What follows belongs to an exercise in optimizing a design on an open flow for small area; a production flow would make more cautious choices. Where RTL was checked, it was by simulation tests only, not by an equivalence proof against the original. The flow treats the clock pin as an ideal source, which a real chip does not have. Power and IR drop assume default switching activity.

==> try-cedar <==
Design ControlUnit, start of the top module:
module ControlUnit (
    input  wire        clk,
    input  wire [31:0] data_in,
    output wire [31:0] data_out
);
==> module ControlUnit, before the edit <==
module ControlUnit (
    input  wire        clk,
    input  wire [31:0] data_in,
    output wire [31:0] data_out
);
    wire rst = data_in[29];
    wire req = data_in[31];
    wire op7 = data_in[16];      
    reg         P;       
    reg         half;    
    reg  [2:0]  J;       
    reg  [2:0]  row, col;
    reg         ack;
    reg  [8:0]  R;
    reg  [19:0] X, Y;
    wire fin  = (row == 3'd5);
    wire sqx  = fin & (col == 3'd0);
    wire sqy  = fin & (col == 3'd1);
    wire sqr  = fin & (col == 3'd2);
    wire run  = fin ? ~col[2] & ~(col[1] & col[0]) : (req & ~ack);
    wire step = run & (half == P);
    wire apass = step & ~P;
    wire bpass = step & P;
    wire last = (J == 3'd7);
    wire j0   = (J == 3'd0);
    wire j1   = (J == 3'd1);
    wire [1:0] sz = data_in[20:19];
    wire row_ok = ~row[2] & ~row[1] | (row == 3'd2) & (sz != 2'd0) |
                  (row == 3'd3) & sz[1] | (row == 3'd4) & (sz == 2'd3);
    wire col_ok = ~col[2] & ~col[1] | (col == 3'd2) & (sz != 2'd0) |
                  (col == 3'd3) & sz[1] | (col == 3'd4) & (sz == 2'd3);
    wire used = row_ok & col_ok & (~P | op7);
    wire corr = R[8];
    wire sub  = ~X[19];                  
    wire [8:0] rx = R ^ {9{sqr ? sub : corr}};
    wire rj   = rx[J];
    wire aj   = data_in[J];
    wire sq_on = sqx | sqy;
    wire sq_bit = sq_on & (rj | (j1 & corr));
    wire en  = fin ? (apass & (sqr | sq_bit)) : (step & aj & used);
    wire cin = en & sq_on & j1 & corr;
    wire [2:0] i = ~J;
    wire [7:0] bc = P ? data_in[28:21] : data_in[15:8];
    wire [8:0] m = ~fin ? {bc[7], bc} :
                   sqr  ? {rx[6:0], 2'b11} : {1'b0, rx[7:0]};
    wire msign = ~fin ? bc[7] : (sqr & sub);
    wire [8:0] mx = en ? m : 9'd0;
    wire sx = en & msign;
    wire [3:0] sh = sqr ? {i, 1'b0} : {1'b0, (fin & j1 & rj & corr) ? 3'd2 : J};
    wire [10:0] v1 = sh[0] ? {sx, mx, 1'b0} : {sx, sx, mx};
    wire [12:0] v2 = sh[1] ? {v1, 2'b0} : {{2{sx}}, v1};
    wire [16:0] v3 = sh[2] ? {v2, 4'b0} : {{4{sx}}, v2};
    wire [19:0] v3x = {{3{sx}}, v3};
    wire [19:0] addend = sh[3] ? {v3x[11:0], 8'b0} : v3x;
    wire clr = (~fin & (row == 3'd0) & (col == 3'd0) & j0 & step) |
               (sqx & j0 & apass);
    wire [19:0] Xg = clr ? 20'd0 : X;
    wire [20:0] cy;
    wire [19:0] S;
    assign cy[0] = cin;
    genvar k;
    generate
        for (k = 0; k < 20; k = k + 1) begin : rca
            assign S[k] = Xg[k] ^ addend[k] ^ cy[k];
            assign cy[k+1] = (Xg[k] & addend[k]) | (cy[k] & (Xg[k] ^ addend[k]));
        end
    endgenerate
    wire neg = Y[19];
    wire oor = ~((&Y[19:8]) | ~(|Y[19:8]));
    wire z   = ~fin & neg & ~op7;
    wire [8:0] lv = {neg & ~oor, Y[7:0] | {8{oor}}} & {9{~z}};
    always @(posedge clk) begin
        X <= Y;
        Y <= S;
    end
    wire rd_done = fin & (col == 3'd3) & ~req & ack;
    reg [2:0] Jn, coln, rown;
    always @* begin
        case (J)
            3'd0: Jn = 3'd1; 3'd1: Jn = 3'd2; 3'd2: Jn = 3'd3; 3'd3: Jn = 3'd4;
            3'd4: Jn = 3'd5; 3'd5: Jn = 3'd6; 3'd6: Jn = 3'd7; default: Jn = 3'd0;
        endcase
        case (col)
            3'd0: coln = 3'd1; 3'd1: coln = 3'd2; 3'd2: coln = 3'd3; 3'd3: coln = 3'd4;
            default: coln = 3'd0;
        endcase
        case (row)
            3'd0: rown = 3'd1; 3'd1: rown = 3'd2; 3'd2: rown = 3'd3; 3'd3: rown = 3'd4;
            default: rown = 3'd5;
        endcase
    end
    always @(posedge clk) begin
        if (rst) begin
            P <= 1'b0;
            half <= 1'b0;
            J <= 3'd0;
            row <= 3'd0;
            col <= 3'd0;
            ack <= 1'b0;
        end else begin
            P <= ~P;
            if (step) begin
                half <= ~half;
                if (P) J <= Jn;
            end
            if (bpass & last) begin
                col <= coln;
                if (~fin & (col == 3'd4)) row <= rown;
            end
            if (req)
                ack <= ack | (~fin & bpass & last) | (fin & col[1] & col[0]);
            else
                ack <= ack & ~(~fin | col[1] | (col[0] & J[2]));
        end
    end
    always @(posedge clk) begin
        if (~fin | (sqx & apass & last))
            R <= lv;
        else if ((sqy & apass & last) | rd_done)
            R <= 9'd0;
        else if (sqr & bpass)
            R <= {R[7:0], ~Y[19]};
    end
    assign data_out = {ack, 23'd0, R[7:0]};
endmodule
clock: 200.0 ns
lec_check: 0
cap_margin: 20
core_margin: 2
core_utilization: 40
gpl_timing_driven: 0
place_density_lb_addon: 0.1
slew_margin: 20
standard.sh (not shown) runs the stock make flow with config.mk's settings and CLKGATE_MAP_FILE= SYNTH_SCRIPT=/design/flow/synth_recipe.tcl, a recipe that flattens the netlist after the stock synthesis.
==> flow/flow/run.sh <==
#!/bin/bash
# Own layout flow: the standard ORFS flow, with an area-oriented ABC script,
# small port buffers and a small clock tree.
set -euo pipefail
W=$(pwd)
F=$W/flow
# ORFS synthesis, but with our ABC script
sed 's#^source \$::env(SCRIPTS_DIR)/synth_preamble.tcl#source $::env(SCRIPTS_DIR)/synth_preamble.tcl\nlset abc_args 1 '"$F"'/area.abc#' \
    "$FLOW_HOME/scripts/synth.tcl" > "$W/own_synth.tcl"
grep -q "lset abc_args 1" "$W/own_synth.tcl"
sed 's#\$::env(SCRIPTS_DIR)/synth.tcl#'"$W"'/own_synth.tcl#' "$W/synth_recipe.tcl" > "$W/own_synth_recipe.tcl"
grep -q own_synth.tcl "$W/own_synth_recipe.tcl"
bash "$W/standard.sh" \
    SYNTH_SCRIPT="$W/own_synth_recipe.tcl" \
    BUFFER_PORTS_ARGS="-buffer_cell sky130_fd_sc_hd__buf_1" \
    CTS_ARGS="-sink_clustering_enable -repair_clock_nets -dont_use_dummy_load -buf_list sky130_fd_sc_hd__clkbuf_4" \
    finish > "$W/own_flow.log" 2>&1
==> flow/flow/area.abc <==
strash
dch -f
amap
==> inputs of try-sierra, as changes to try-cedar <==
==> flow/design.v (replaced) <==
module ControlUnit (
    input  wire        clk,
    input  wire [31:0] data_in,
    output wire [31:0] data_out
);
    wire rst = data_in[29];
    wire req = data_in[31];
    reg         P;       
    reg         half;    
    reg  [2:0]  J;       
    reg  [2:0]  row, col;
    reg         ack;
    reg         op7;
    reg  [8:0]  R;
    reg  [19:0] X, Y;
    wire fin  = (row == 3'd5);
    wire sqx  = fin & (col == 3'd0);
    wire sqy  = fin & (col == 3'd1);
    wire sqr  = fin & (col == 3'd2);
    wire run  = fin ? ~col[2] & ~(col[1] & col[0]) : (req & ~ack);
    wire step = run & (half == P);
    wire apass = step & ~P;
    wire bpass = step & P;
    wire last = (J == 3'd7);
    wire j1   = (J == 3'd1);
    wire [1:0] sz = data_in[20:19];
    wire row_ok = ~row[2] & ~row[1] | (row == 3'd2) & (sz != 2'd0) |
                  (row == 3'd3) & sz[1] | (row == 3'd4) & (sz == 2'd3);
    wire col_ok = ~col[2] & ~col[1] | (col == 3'd2) & (sz != 2'd0) |
                  (col == 3'd3) & sz[1] | (col == 3'd4) & (sz == 2'd3);
    wire used = row_ok & col_ok;
    wire corr = R[8];
    wire rj   = R[J];
    wire aj   = data_in[J];
    wire sq_on = sqx | (sqy & op7);
    wire sq_bit = sq_on & (rj | (j1 & corr));
    wire en  = fin ? (apass & (sqr | sq_bit)) : (step & aj & used);
    wire sub = sqr & ~X[19];
    wire cin = en & (sub | (sq_on & j1 & corr));
    wire [8:0] oh_i  = 9'd1 << (~J);
    wire [8:0] oh_i1 = 9'd2 << (~J);
    wire [7:0] bc = P ? data_in[28:21] : data_in[15:8];
    wire [8:0] m = ~fin ? {bc[7], bc} :
                   sqr  ? (R | oh_i | (X[19] ? oh_i1 : 9'd0)) :
                          {1'b0, R[7:0]};
    wire msign = ~fin & bc[7];
    wire [8:0] mx = en ? (m ^ {9{sub}}) : 9'd0;
    wire sx = en & (msign ^ sub);
    wire lf = en & sub;
    wire [2:0] sh = sqr ? ~J : ((fin & j1 & rj & corr) ? 3'd2 : J);
    wire [9:0]  s1 = sh[0] ? {mx, lf} : {sx, mx};
    wire [11:0] s2 = sh[1] ? {s1, lf, lf} : {sx, sx, s1};
    wire [15:0] s3 = sh[2] ? {s2, lf, lf, lf, lf} : {sx, sx, sx, sx, s2};
    wire [19:0] addend = {sx, sx, sx, sx, s3};
    wire clr = (~fin & (row == 3'd0) & (col == 3'd0) & (J == 3'd0) & step) |
               (sqx & (J == 3'd0) & apass);
    wire [19:0] Xg = clr ? 20'd0 : X;
    wire [20:0] cy;
    wire [19:0] S;
    assign cy[0] = cin;
    genvar k;
    generate
        for (k = 0; k < 20; k = k + 1) begin : rca
            assign S[k] = Xg[k] ^ addend[k] ^ cy[k];
            assign cy[k+1] = (Xg[k] & addend[k]) | (cy[k] & (Xg[k] ^ addend[k]));
        end
    endgenerate
    wire neg = Y[19];
    wire oor = ~((&Y[19:8]) | ~(|Y[19:8]));
    wire z   = ~op7 & neg;
    wire f   = oor & ~z;
    wire [7:0] w = z ? 8'd0 : f ? 8'hFF : (Y[7:0] ^ {8{neg}});
    wire [8:0] lv = {op7 & neg & ~oor, w};
    always @(posedge clk) begin
        X <= Y;
        Y <= S;
    end
    wire rd_done = fin & (col == 3'd3) & ~req & ack;
    always @(posedge clk) begin
        if (rst) begin
            P <= 1'b0;
            half <= 1'b0;
            J <= 3'd0;
            row <= 3'd0;
            col <= 3'd0;
            ack <= 1'b0;
            op7 <= 1'b0;
        end else begin
            P <= ~P;
            op7 <= op7 | (req & data_in[16]);
            if (step) begin
                half <= ~half;
                if (P) J <= J + 3'd1;
            end
            if (bpass & last) begin
                if (~fin) begin
                    col <= (col == 3'd4) ? 3'd0 : col + 3'd1;
                    if (col == 3'd4) row <= row + 3'd1;
                end else
                    col <= col + 3'd1;
            end
            if (req)
                ack <= ack | (~fin & bpass & last) | (fin & col[1] & col[0]);
            else
                ack <= ack & ~(~fin | col[1] | (col[0] & J[2]));
        end
    end
    always @(posedge clk) begin
        if (~fin | (sqx & apass & last))
            R <= lv;
        else if ((sqy & apass & last) | rd_done)
            R <= 9'd0;
        else if (sqr & bpass & ~Y[19])
            R <= R | oh_i1;
    end
    assign data_out = {ack, 23'd0, R[8:1]};
endmodule
==> flow/run.sh (new file) <==
#!/bin/bash
# synth_recipe.tcl (not shown) runs the flow's synth.tcl, then flattens the netlist and writes it again
# the make line also repeats each setting of config.mk as NAME=value (left out here)
make -C /OpenROAD-flow-scripts/flow DESIGN_CONFIG=/design/flow/config.mk WORK_HOME=/design/flow/orfs CLKGATE_MAP_FILE= SYNTH_SCRIPT=/design/flow/synth_recipe.tcl finish
--- a/flow/config.mk
+++ b/flow/config.mk
@@ -6,8 +6,8 @@
 export NUM_CORES = 8
 export LEC_CHECK = 0
+export ABC_AREA = 1
 export CAP_MARGIN = 20
 export CORE_MARGIN = 2
 export CORE_UTILIZATION = 40
-export GPL_TIMING_DRIVEN = 0
 export PLACE_DENSITY_LB_ADDON = 0.1
 export SLEW_MARGIN = 20
removed: flow/flow/run.sh
removed: flow/flow/area.abc
removed: flow/standard.sh
==> results.txt <==
* Avg Cell Area, Syn at around 9 um2
* Post-Synth XOR/XNOR Area at 0.002508
* Fin crit share at 0.2449
* Post-synth top cells: dfxtp_1 (52), nor2_1 (46), clkinv_1 (44), o22ai_1 (37), buf_4 (24)
* Status: no timing/DRC/antenna violations
* Clock network power share at 0.180
* Max-slew headroom at 0.3958
* Comb_multi_in at 289
* GPL Wtd Cong at 0.8880
* Worst slack, placed at 150550 ps
* Final nets at ~520
* Global-route usage over all layers at 0.1890
-- figures above: try-cedar

==> results.txt <==
* Logic power comb at approximately 0.000014 W
* Clock network power share at 0.253
* Initial antenna violation count at 0
* Post-Synth XOR/XNOR Area at 0.02795
* Status: no timing/DRC/antenna violations
* Comb_multi_in at 416
* Global-route usage over all layers at 0.1942
* GPL Wtd Cong at just under 0.9
* Worst slack, placed at roughly 150000 ps
* Avg Cell Area, Syn at between 7 and 8 um2
* Worst Path Class, Setup: in -> reg
* Fin crit share at 0.2443
* Register area at 1331 um2
* Post-synth top cells: nand2_1 (108), nand3_1 (81), inv_1 (66), dfxtp_1 (53), nor2_1 (44)
* Hold wc startpoint: Y[3]$_DFF_P_
* Max-slew headroom at 0.5118
* Final nets at approximately 670
-- figures above: try-sierra



==> inputs of run a <==
ControlUnit, a different RTL version from the one above (not shown whole).
## ControlUnit
module ControlUnit (
    input  wire        clk,
    input  wire [31:0] data_in,
    output wire [31:0] data_out
);
    wire rst = data_in[29];
    wire req = data_in[31];
    reg         P;       
    reg         half;    
    reg  [2:0]  J;       
    reg  [2:0]  row, col;
    reg         ack;
    reg         op7;
    reg  [8:0]  R;
    reg  [19:0] X, Y;
    wire fin  = (row == 3'd5);
    wire sqx  = fin & (col == 3'd0);
    wire sqy  = fin & (col == 3'd1);
    wire sqr  = fin & (col == 3'd2);
    wire run  = fin ? ~col[2] & ~(col[1] & col[0]) : (req & ~ack);
    wire step = run & (half == P);
    wire apass = step & ~P;
    wire bpass = step & P;
    wire last = (J == 3'd7);
    wire j0   = (J == 3'd0);
    wire j1   = (J == 3'd1);
    wire [1:0] sz = data_in[20:19];
    wire row_ok = ~row[2] & ~row[1] | (row == 3'd2) & (sz != 2'd0) |
                  (row == 3'd3) & sz[1] | (row == 3'd4) & (sz == 2'd3);
    wire col_ok = ~col[2] & ~col[1] | (col == 3'd2) & (sz != 2'd0) |
                  (col == 3'd3) & sz[1] | (col == 3'd4) & (sz == 2'd3);
    wire used = row_ok & col_ok;
    wire corr = R[8];
    wire rj   = R[J] ^ corr;
    wire aj   = data_in[J];
    wire sq_on = (sqx & (op7 | ~X[19])) | (sqy & op7);
    wire sq_bit = sq_on & (rj | (j1 & corr));
    wire en  = fin ? (apass & (sqr | sq_bit)) : (step & aj & used);
    wire sub = ~X[19] | j0;                 
    wire cin = en & sq_on & j1 & corr;
    wire [2:0] i = ~J;
    reg  [8:0] msq;
    integer q;
    always @* begin
        for (q = 0; q < 9; q = q + 1)
            msq[q] = (q == i) | (q == i + 1) | ((q > i + 1) & (R[q] ^ sub));
    end
    wire [7:0] bc = P ? data_in[28:21] : data_in[15:8];
    wire [8:0] m = ~fin ? {bc[7], bc} :
                   sqr  ? msq : {1'b0, R[7:0] ^ {8{corr}}};
    wire msign = ~fin ? bc[7] : (sqr & sub);
    wire [8:0] mx = en ? m : 9'd0;
    wire sx = en & msign;
    wire [2:0] sh = sqr ? i : ((fin & j1 & rj & corr) ? 3'd2 : J);
    wire [10:0] v1 = sh[0] ? {sx, mx, 1'b0} : {sx, sx, mx};
    wire [12:0] v2 = sh[1] ? {v1, 2'b0} : {{2{sx}}, v1};
    wire [16:0] v3 = sh[2] ? {v2, 4'b0} : {{4{sx}}, v2};
    wire [19:0] addend = {{3{sx}}, v3};
  ...
==> module ControlUnit, before the edit <==
module ControlUnit (
    input  wire        clk,
    input  wire [31:0] data_in,
    output wire [31:0] data_out
);
    wire rst = data_in[29];
    wire req = data_in[31];
    reg         P;       
    reg         half;    
    reg  [2:0]  J;       
    reg  [2:0]  row, col;
    reg         ack;
    reg         op7;
    reg  [8:0]  R;
    reg  [19:0] X, Y;
    wire fin  = (row == 3'd5);
    wire sqx  = fin & (col == 3'd0);
    wire sqy  = fin & (col == 3'd1);
    wire sqr  = fin & (col == 3'd2);
    wire run  = fin ? ~col[2] & ~(col[1] & col[0]) : (req & ~ack);
    wire step = run & (half == P);
    wire apass = step & ~P;
    wire bpass = step & P;
    wire last = (J == 3'd7);
    wire j0   = (J == 3'd0);
    wire j1   = (J == 3'd1);
    wire [1:0] sz = data_in[20:19];
    wire row_ok = ~row[2] & ~row[1] | (row == 3'd2) & (sz != 2'd0) |
                  (row == 3'd3) & sz[1] | (row == 3'd4) & (sz == 2'd3);
    wire col_ok = ~col[2] & ~col[1] | (col == 3'd2) & (sz != 2'd0) |
                  (col == 3'd3) & sz[1] | (col == 3'd4) & (sz == 2'd3);
    wire used = row_ok & col_ok;
    wire corr = R[8];
    wire rj   = R[J] ^ corr;
    wire aj   = data_in[J];
    wire sq_on = (sqx & (op7 | ~X[19])) | (sqy & op7);
    wire sq_bit = sq_on & (rj | (j1 & corr));
    wire en  = fin ? (apass & (sqr | sq_bit)) : (step & aj & used);
    wire sub = ~X[19] | j0;                 
    wire cin = en & sq_on & j1 & corr;
    wire [2:0] i = ~J;
    reg  [8:0] msq;
    integer q;
    always @* begin
        for (q = 0; q < 9; q = q + 1)
            msq[q] = (q == i) | (q == i + 1) | ((q > i + 1) & (R[q] ^ sub));
    end
    wire [7:0] bc = P ? data_in[28:21] : data_in[15:8];
    wire [8:0] m = ~fin ? {bc[7], bc} :
                   sqr  ? msq : {1'b0, R[7:0] ^ {8{corr}}};
    wire msign = ~fin ? bc[7] : (sqr & sub);
    wire [8:0] mx = en ? m : 9'd0;
    wire sx = en & msign;
    wire [2:0] sh = sqr ? i : ((fin & j1 & rj & corr) ? 3'd2 : J);
    wire [10:0] v1 = sh[0] ? {sx, mx, 1'b0} : {sx, sx, mx};
    wire [12:0] v2 = sh[1] ? {v1, 2'b0} : {{2{sx}}, v1};
    wire [16:0] v3 = sh[2] ? {v2, 4'b0} : {{4{sx}}, v2};
    wire [19:0] addend = {{3{sx}}, v3};
    wire clr = (~fin & (row == 3'd0) & (col == 3'd0) & j0 & step) |
               (j0 & apass & ((sqx & (op7 | ~X[19])) | (sqr & X[19])));
    wire [19:0] Xg = clr ? 20'd0 : X;
    wire [20:0] cy;
    wire [19:0] S;
    assign cy[0] = cin;
    genvar k;
    generate
        for (k = 0; k < 20; k = k + 1) begin : rca
            assign S[k] = Xg[k] ^ addend[k] ^ cy[k];
            assign cy[k+1] = (Xg[k] & addend[k]) | (cy[k] & (Xg[k] ^ addend[k]));
        end
    endgenerate
    wire neg = Y[19];
    wire oor = ~((&Y[19:8]) | ~(|Y[19:8]));
    wire [8:0] lv = {neg & ~oor, Y[7:0] | {8{oor}}};
    always @(posedge clk) begin
        X <= Y;
        Y <= S;
    end
    wire rd_done = fin & (col == 3'd3) & ~req & ack;
    reg [2:0] Jn, coln, rown;
    always @* begin
        case (J)
            3'd0: Jn = 3'd1; 3'd1: Jn = 3'd2; 3'd2: Jn = 3'd3; 3'd3: Jn = 3'd4;
            3'd4: Jn = 3'd5; 3'd5: Jn = 3'd6; 3'd6: Jn = 3'd7; default: Jn = 3'd0;
        endcase
        case (col)
            3'd0: coln = 3'd1; 3'd1: coln = 3'd2; 3'd2: coln = 3'd3; 3'd3: coln = 3'd4;
            default: coln = 3'd0;
        endcase
        case (row)
            3'd0: rown = 3'd1; 3'd1: rown = 3'd2; 3'd2: rown = 3'd3; 3'd3: rown = 3'd4;
            default: rown = 3'd5;
        endcase
    end
    always @(posedge clk) begin
        if (rst) begin
            P <= 1'b0;
            half <= 1'b0;
            J <= 3'd0;
            row <= 3'd0;
            col <= 3'd0;
            ack <= 1'b0;
            op7 <= 1'b0;
        end else begin
            P <= ~P;
            op7 <= op7 | (req & data_in[16]);
            if (step) begin
                half <= ~half;
                if (P) J <= Jn;
            end
            if (bpass & last) begin
                col <= coln;
                if (~fin & (col == 3'd4)) row <= rown;
            end
            if (req)
                ack <= ack | (~fin & bpass & last) | (fin & col[1] & col[0]);
            else
                ack <= ack & ~(~fin | col[1] | (col[0] & J[2]));
        end
    end
    always @(posedge clk) begin
        if (~fin | (sqx & apass & last))
            R <= lv;
        else if ((sqy & apass & last) | rd_done)
            R <= 9'd0;
        else if (sqr & bpass & ~Y[19])
            R <= R | (9'd2 << i);
    end
    assign data_out = {ack, 23'd0, R[8:1]};
endmodule
export LEC_CHECK = 0
export CAP_MARGIN = 20
export CORE_MARGIN = 2
export CORE_UTILIZATION = 40
export PLACE_DENSITY_LB_ADDON = 0.1
export SLEW_MARGIN = 20
create_clock -name core_clock -period 200.0 [get_ports {clk}]
==> flow/flow/run.sh <==
#!/bin/bash
# Own layout flow: the standard ORFS flow, with an area-oriented ABC script,
# small port buffers and a small clock tree.
set -euo pipefail
W=$(pwd)
F=$W/flow
# ORFS synthesis, but with our ABC script
sed 's#^source \$::env(SCRIPTS_DIR)/synth_preamble.tcl#source $::env(SCRIPTS_DIR)/synth_preamble.tcl\nlset abc_args 1 '"$F"'/area.abc#' \
    "$FLOW_HOME/scripts/synth.tcl" > "$W/own_synth.tcl"
grep -q "lset abc_args 1" "$W/own_synth.tcl"
sed 's#\$::env(SCRIPTS_DIR)/synth.tcl#'"$W"'/own_synth.tcl#' "$W/synth_recipe.tcl" > "$W/own_synth_recipe.tcl"
grep -q own_synth.tcl "$W/own_synth_recipe.tcl"
bash "$W/standard.sh" \
    SYNTH_SCRIPT="$W/own_synth_recipe.tcl" \
    BUFFER_PORTS_ARGS="-buffer_cell sky130_fd_sc_hd__buf_1" \
    ${OWN_CTS_ARGS:+CTS_ARGS="$OWN_CTS_ARGS"} \
    finish > "$W/own_flow.log" 2>&1
==> flow/flow/area.abc <==
strash
dch -f
amap
==> run b: changes against run a <==
==> flow/design.v, changed modules only <==
module ControlUnit (
    input  wire        clk,
    input  wire [31:0] data_in,
    output wire [31:0] data_out
);
    wire rst = data_in[29];
    wire req = data_in[31];
    wire op7 = data_in[16];      
    reg         P;       
    reg         half;    
    reg  [2:0]  J;       
    reg  [2:0]  row, col;
    reg         ack;
    reg  [8:0]  R;
    reg  [19:0] X, Y;
    wire c0   = ~col[2] & ~col[1] & ~col[0];
    wire c3   = col[1] & col[0];
    wire fin  = row[2] & row[0];
    wire sqx  = fin & c0;
    wire sqy  = fin & ~col[1] & col[0];
    wire sqr  = fin & col[1] & ~col[0];
    wire run  = fin ? ~col[2] & ~c3 : (req & ~ack);
    wire step = run & (half == P);
    wire apass = step & ~P;
    wire bpass = step & P;
    wire last = (J == 3'd7);
    wire j0   = (J == 3'd0);
    wire j1   = (J == 3'd1);
    wire [1:0] sz = data_in[20:19];
    wire row_ok = ~row[2] & ~row[1] | row[1] & ~row[0] & (sz != 2'd0) |
                  row[1] & row[0] & sz[1] | row[2] & sz[1] & sz[0];
    wire col_ok = ~col[2] & ~col[1] | col[1] & ~col[0] & (sz != 2'd0) |
                  col[1] & col[0] & sz[1] | col[2] & sz[1] & sz[0];
    wire used = row_ok & col_ok & (~P | op7);
    wire corr = R[8];
    wire sub  = ~X[19];                  
    wire [8:0] rx = R ^ (sqr ? {{7{sub}}, 2'b00} : {9{corr}});
    wire rj   = rx[J];
    wire aj   = data_in[J];
    wire sq_on = sqx | sqy;
    wire sq_bit = sq_on & (rj | (j1 & corr));
    wire en  = fin ? (apass & (sqr | sq_bit)) : (step & aj & used);
    wire cin = en & sq_on & j1 & corr;
    wire [2:0] i = ~J;
    wire [7:0] bc = P ? data_in[28:21] : data_in[15:8];
    wire [8:0] m = ~fin ? {bc[7], bc} : rx;
    wire msign = ~fin ? bc[7] : (sqr & sub);
    wire [8:0] mx = en ? m : 9'd0;
    wire sx = en & msign;
    wire [3:0] sh = sqr ? {i, 1'b0} : {1'b0, (fin & j1 & rj & corr) ? 3'd2 : J};
    wire [10:0] v1 = sh[0] ? {sx, mx, 1'b0} : {sx, sx, mx};
    wire [12:0] v2 = sh[1] ? {v1, 2'b0} : {{2{sx}}, v1};
    wire [16:0] v3 = sh[2] ? {v2, 4'b0} : {{4{sx}}, v2};
    wire [19:0] v3x = {{3{sx}}, v3};
    wire [19:0] addend = sh[3] ? {v3x[11:0], 8'b0} : v3x;
    wire clr = (~row[2] & ~row[1] & ~row[0] & c0 & j0 & step) |
               (sqx & j0 & apass);
    wire [19:0] S;
    Adder20 adder (.X(X), .clr(clr), .addend(addend), .cin(cin), .S(S));
    wire neg = Y[19];
    wire oor = ~((&Y[19:8]) | ~(|Y[19:8]));
    wire z   = ~fin & neg & ~op7;
    wire [8:0] lv = {neg & ~oor, Y[7:0] | {8{oor}}} & {9{~z}};
    always @(posedge clk) begin
        X <= Y;
        Y <= S;
    end
    wire rd_done = fin & c3 & ~req & ack;
    reg [2:0] Jn, coln, rown;
    always @* begin
        case (J)
            3'd0: Jn = 3'd1; 3'd1: Jn = 3'd2; 3'd2: Jn = 3'd3; 3'd3: Jn = 3'd4;
            3'd4: Jn = 3'd5; 3'd5: Jn = 3'd6; 3'd6: Jn = 3'd7; default: Jn = 3'd0;
        endcase
        case (col)
            3'd0: coln = 3'd1; 3'd1: coln = 3'd2; 3'd2: coln = 3'd3; 3'd3: coln = 3'd4;
            default: coln = 3'd0;
        endcase
        case (row)
            3'd0: rown = 3'd1; 3'd1: rown = 3'd2; 3'd2: rown = 3'd3; 3'd3: rown = 3'd4;
            default: rown = 3'd5;
        endcase
    end
    always @(posedge clk) begin
        if (rst) begin
            P <= 1'b0;
            half <= 1'b0;
            J <= 3'd0;
            row <= 3'd0;
            col <= 3'd0;
            ack <= 1'b0;
        end else begin
            P <= ~P;
            if (step) begin
                half <= ~half;
                if (P) J <= Jn;
            end
            if (bpass & last) begin
                col <= coln;
                if (~fin & col[2]) row <= rown;
            end
            if (req)
                ack <= ack | (~fin & bpass & last) | (fin & col[1] & col[0]);
            else
                ack <= ack & ~(~fin | col[1] | (col[0] & J[2]));
        end
    end
    always @(posedge clk) begin
        if (~fin | (sqx & apass & last))
            R <= lv;
        else if (sqy & apass & last)
            R <= 9'd3;
        else if (rd_done)
            R <= 9'd0;
        else if (sqr & bpass)
            R <= last ? {R[8:2], ~Y[19], R[0]} : {R[7:2], ~Y[19], 2'b11};
    end
    assign data_out = {ack, 23'd0, R[8:1]};
endmodule
module Adder20 (
    input  wire [19:0] X,
    input  wire        clr,
    input  wire [19:0] addend,
    input  wire        cin,
    output wire [19:0] S
);
    wire [19:0] Xg = X & {20{~clr}};
    wire [20:0] cy;
    assign cy[0] = cin;
    genvar k;
    generate
        for (k = 0; k < 20; k = k + 1) begin : rca
            assign S[k] = Xg[k] ^ addend[k] ^ cy[k];
            assign cy[k+1] = (Xg[k] & addend[k]) | (cy[k] & (Xg[k] ^ addend[k]));
        end
    endgenerate
endmodule
--- a/flow/flow/run.sh
+++ b/flow/flow/run.sh
@@ -1,4 +1,6 @@
 #!/bin/bash
-# Own layout flow: the standard ORFS flow, with an area-oriented ABC script,
-# small port buffers and a small clock tree.
+# Own layout flow: the standard ORFS flow (the standard.sh), with
+#  - synthesis: ORFS's synth.tcl, only the ABC script replaced by flow/area.abc
+#  - 1x port buffers, one tie cell per constant, no timing-driven placement
+#    buffers, and a small clock tree without dummy loads.
 set -euo pipefail
@@ -6,3 +8,2 @@
 F=$W/flow
-# ORFS synthesis, but with our ABC script
 sed 's#^source \$::env(SCRIPTS_DIR)/synth_preamble.tcl#source $::env(SCRIPTS_DIR)/synth_preamble.tcl\nlset abc_args 1 '"$F"'/area.abc#' \
@@ -15,3 +16,8 @@
     BUFFER_PORTS_ARGS="-buffer_cell sky130_fd_sc_hd__buf_1" \
-    ${OWN_CTS_ARGS:+CTS_ARGS="$OWN_CTS_ARGS"} \
+    SKIP_REPAIR_TIE_FANOUT=1 \
+    REMOVE_ABC_BUFFERS=1 \
+    SYNTH_HIERARCHICAL=1 \
+    GPL_TIMING_DRIVEN=0 \
+    CTS_ARGS="-sink_clustering_enable -repair_clock_nets -dont_use_dummy_load -buf_list sky130_fd_sc_hd__clkbuf_2" \
+    POST_CTS_TCL="$F/post_cts.tcl" \
     finish > "$W/own_flow.log" 2>&1
==> flow/flow/area.abc (replaced) <==
strash
&get -n
&deepsyn -T 120 -S 2
&put
dch -f
amap
strash
dch -f
amap
==> flow/flow/post_cts.tcl (new file) <==
proc own_fix_clock_slew {target} {
  set sizes {sky130_fd_sc_hd__clkbuf_1 sky130_fd_sc_hd__clkbuf_2 sky130_fd_sc_hd__clkbuf_4 sky130_fd_sc_hd__clkbuf_8 sky130_fd_sc_hd__clkbuf_16}
  for {set pass 0} {$pass < 8} {incr pass} {
    estimate_parasitics -placement
    set todo {}
    foreach pin [get_pins -hierarchical */CLK] {
      if {[get_property $pin slew_max] > $target} {
        set net [get_nets -of_objects $pin]
        foreach drv [get_pins -of_objects $net -filter "direction == output"] {
          set name [get_full_name [get_cells -of_objects $drv]]
          if {[lsearch $todo $name] < 0} { lappend todo $name }
        }
      }
    }
    set changed 0
    foreach name $todo {
      set inst [get_cells $name]
      set master [get_property $inst ref_name]
      set idx [lsearch $sizes $master]
      if {$idx >= 0 && $idx < [llength $sizes] - 1} {
        puts "own_fix_clock_slew: $name $master -> [lindex $sizes [expr {$idx + 1}]]"
        replace_cell $inst [lindex $sizes [expr {$idx + 1}]]
        set changed 1
      }
    }
    if {!$changed} break
  }
  detailed_placement
  check_placement -verbose
  estimate_parasitics -placement
}
own_fix_clock_slew 0.10
--- a/flow/config.mk
+++ b/flow/config.mk
@@ -7,6 +7,6 @@
 export LEC_CHECK = 0
-export CAP_MARGIN = 20
+export CAP_MARGIN = 10
 export CORE_MARGIN = 2
-export CORE_UTILIZATION = 40
-export PLACE_DENSITY_LB_ADDON = 0.1
-export SLEW_MARGIN = 20
+export CORE_UTILIZATION = 70
+export PLACE_DENSITY = 0.85
+export SLEW_MARGIN = 10
==> results.txt <==
                                                                run b           run a
Worst hold slack                                            0.3543 ns       0.3483 ns
Number of warnings printed during yosys synthesis                   7               1
Largest driver fanout on the critical path                          8              20
Detailed-route vias per instance                                6.355           5.647
Signal inverters                                                   31              54
Via Count                                                        2879            3371
Layout Cells excl Fill                                            453             597
Detailed-routed wire length on met2                           3508 um         4423 um
Proportion of cell area occupied by multi-input gates          49.45%          50.23%
Worst clock skew on the final layout                       0.03385 ns      0.01128 ns
Floorplan die area                                         5352 sq um     10230 sq um
Share of cells above drive strength 1                          3.008%          4.321%
Combinational fraction of design power                          26.7%           20.1%
Clk cell area share                                            2.091%          5.467%
Netlist area before placement                              3348 sq um      3776 sq um
Overall power consumption                                    34.78 uW        39.60 uW
HP Start                                                        Y[14]            Y[2]
Starting utilization of the core area                          71.84%          41.06%
Later-pin clock latency in the skew report                    0.48 ns         0.35 ns
Die width                                                    73.16 um        101.2 um
Detailed Routing Iterations Pass 1                                  5               6
Final Wtd Congestion                                           0.9871          0.9165
Total sequential power                                        19.6 uW         18.7 uW
Run status                                             finished clean  finished clean
Share of the core filled with cells                            73.18%          45.29%
Placed Cells                                                      444             581
Layer carrying the most global-route usage                       met2            met1
Function not checked in run a: the RTL went through the layout flow alone.

[afterwards: timing with drivers on the ports]
The results above use ideal ports. As a check the final layouts listed here were re-extracted and re-timed, cells and wires unchanged.
Step 1 (the two cells are an assumption about what drives the block):
set clk [get_ports {clk}]
set_driving_cell -lib_cell sky130_fd_sc_hd__clkbuf_16 $clk
set_driving_cell -lib_cell sky130_fd_sc_hd__buf_2 [delete_from_list [all_inputs] $clk]
Step 2, shift: input delay + t, output delay - t, t = (earliest + latest rising clock arrival at the registers) / 2. This alone moves slack from input paths to output paths.
a / b / c = no drivers / after step 1 / after step 2; a / b = the first two.
run	t (ns)	slack for setup (ns)	worst setup path at the end	latest minus earliest clock arrival (ns)
try-cedar	0.421	151.020 / 151.027 / 150.606	input to register	0.045 / 0.044
try-sierra	0.381	151.143 / 151.159 / 150.779	input to register	0.013 / 0.013
run a	0.382	151.543 / 151.554 / 151.172	input to register	0.012 / 0.012
run b	0.492	150.409 / 150.413 / 149.921	input to register	0.033 / 0.034
After both steps setup and hold are still met in every run listed. For run b, which loses most, drivers alone change the setup slack by +0.004 ns; drivers and shift together by -0.488 ns.
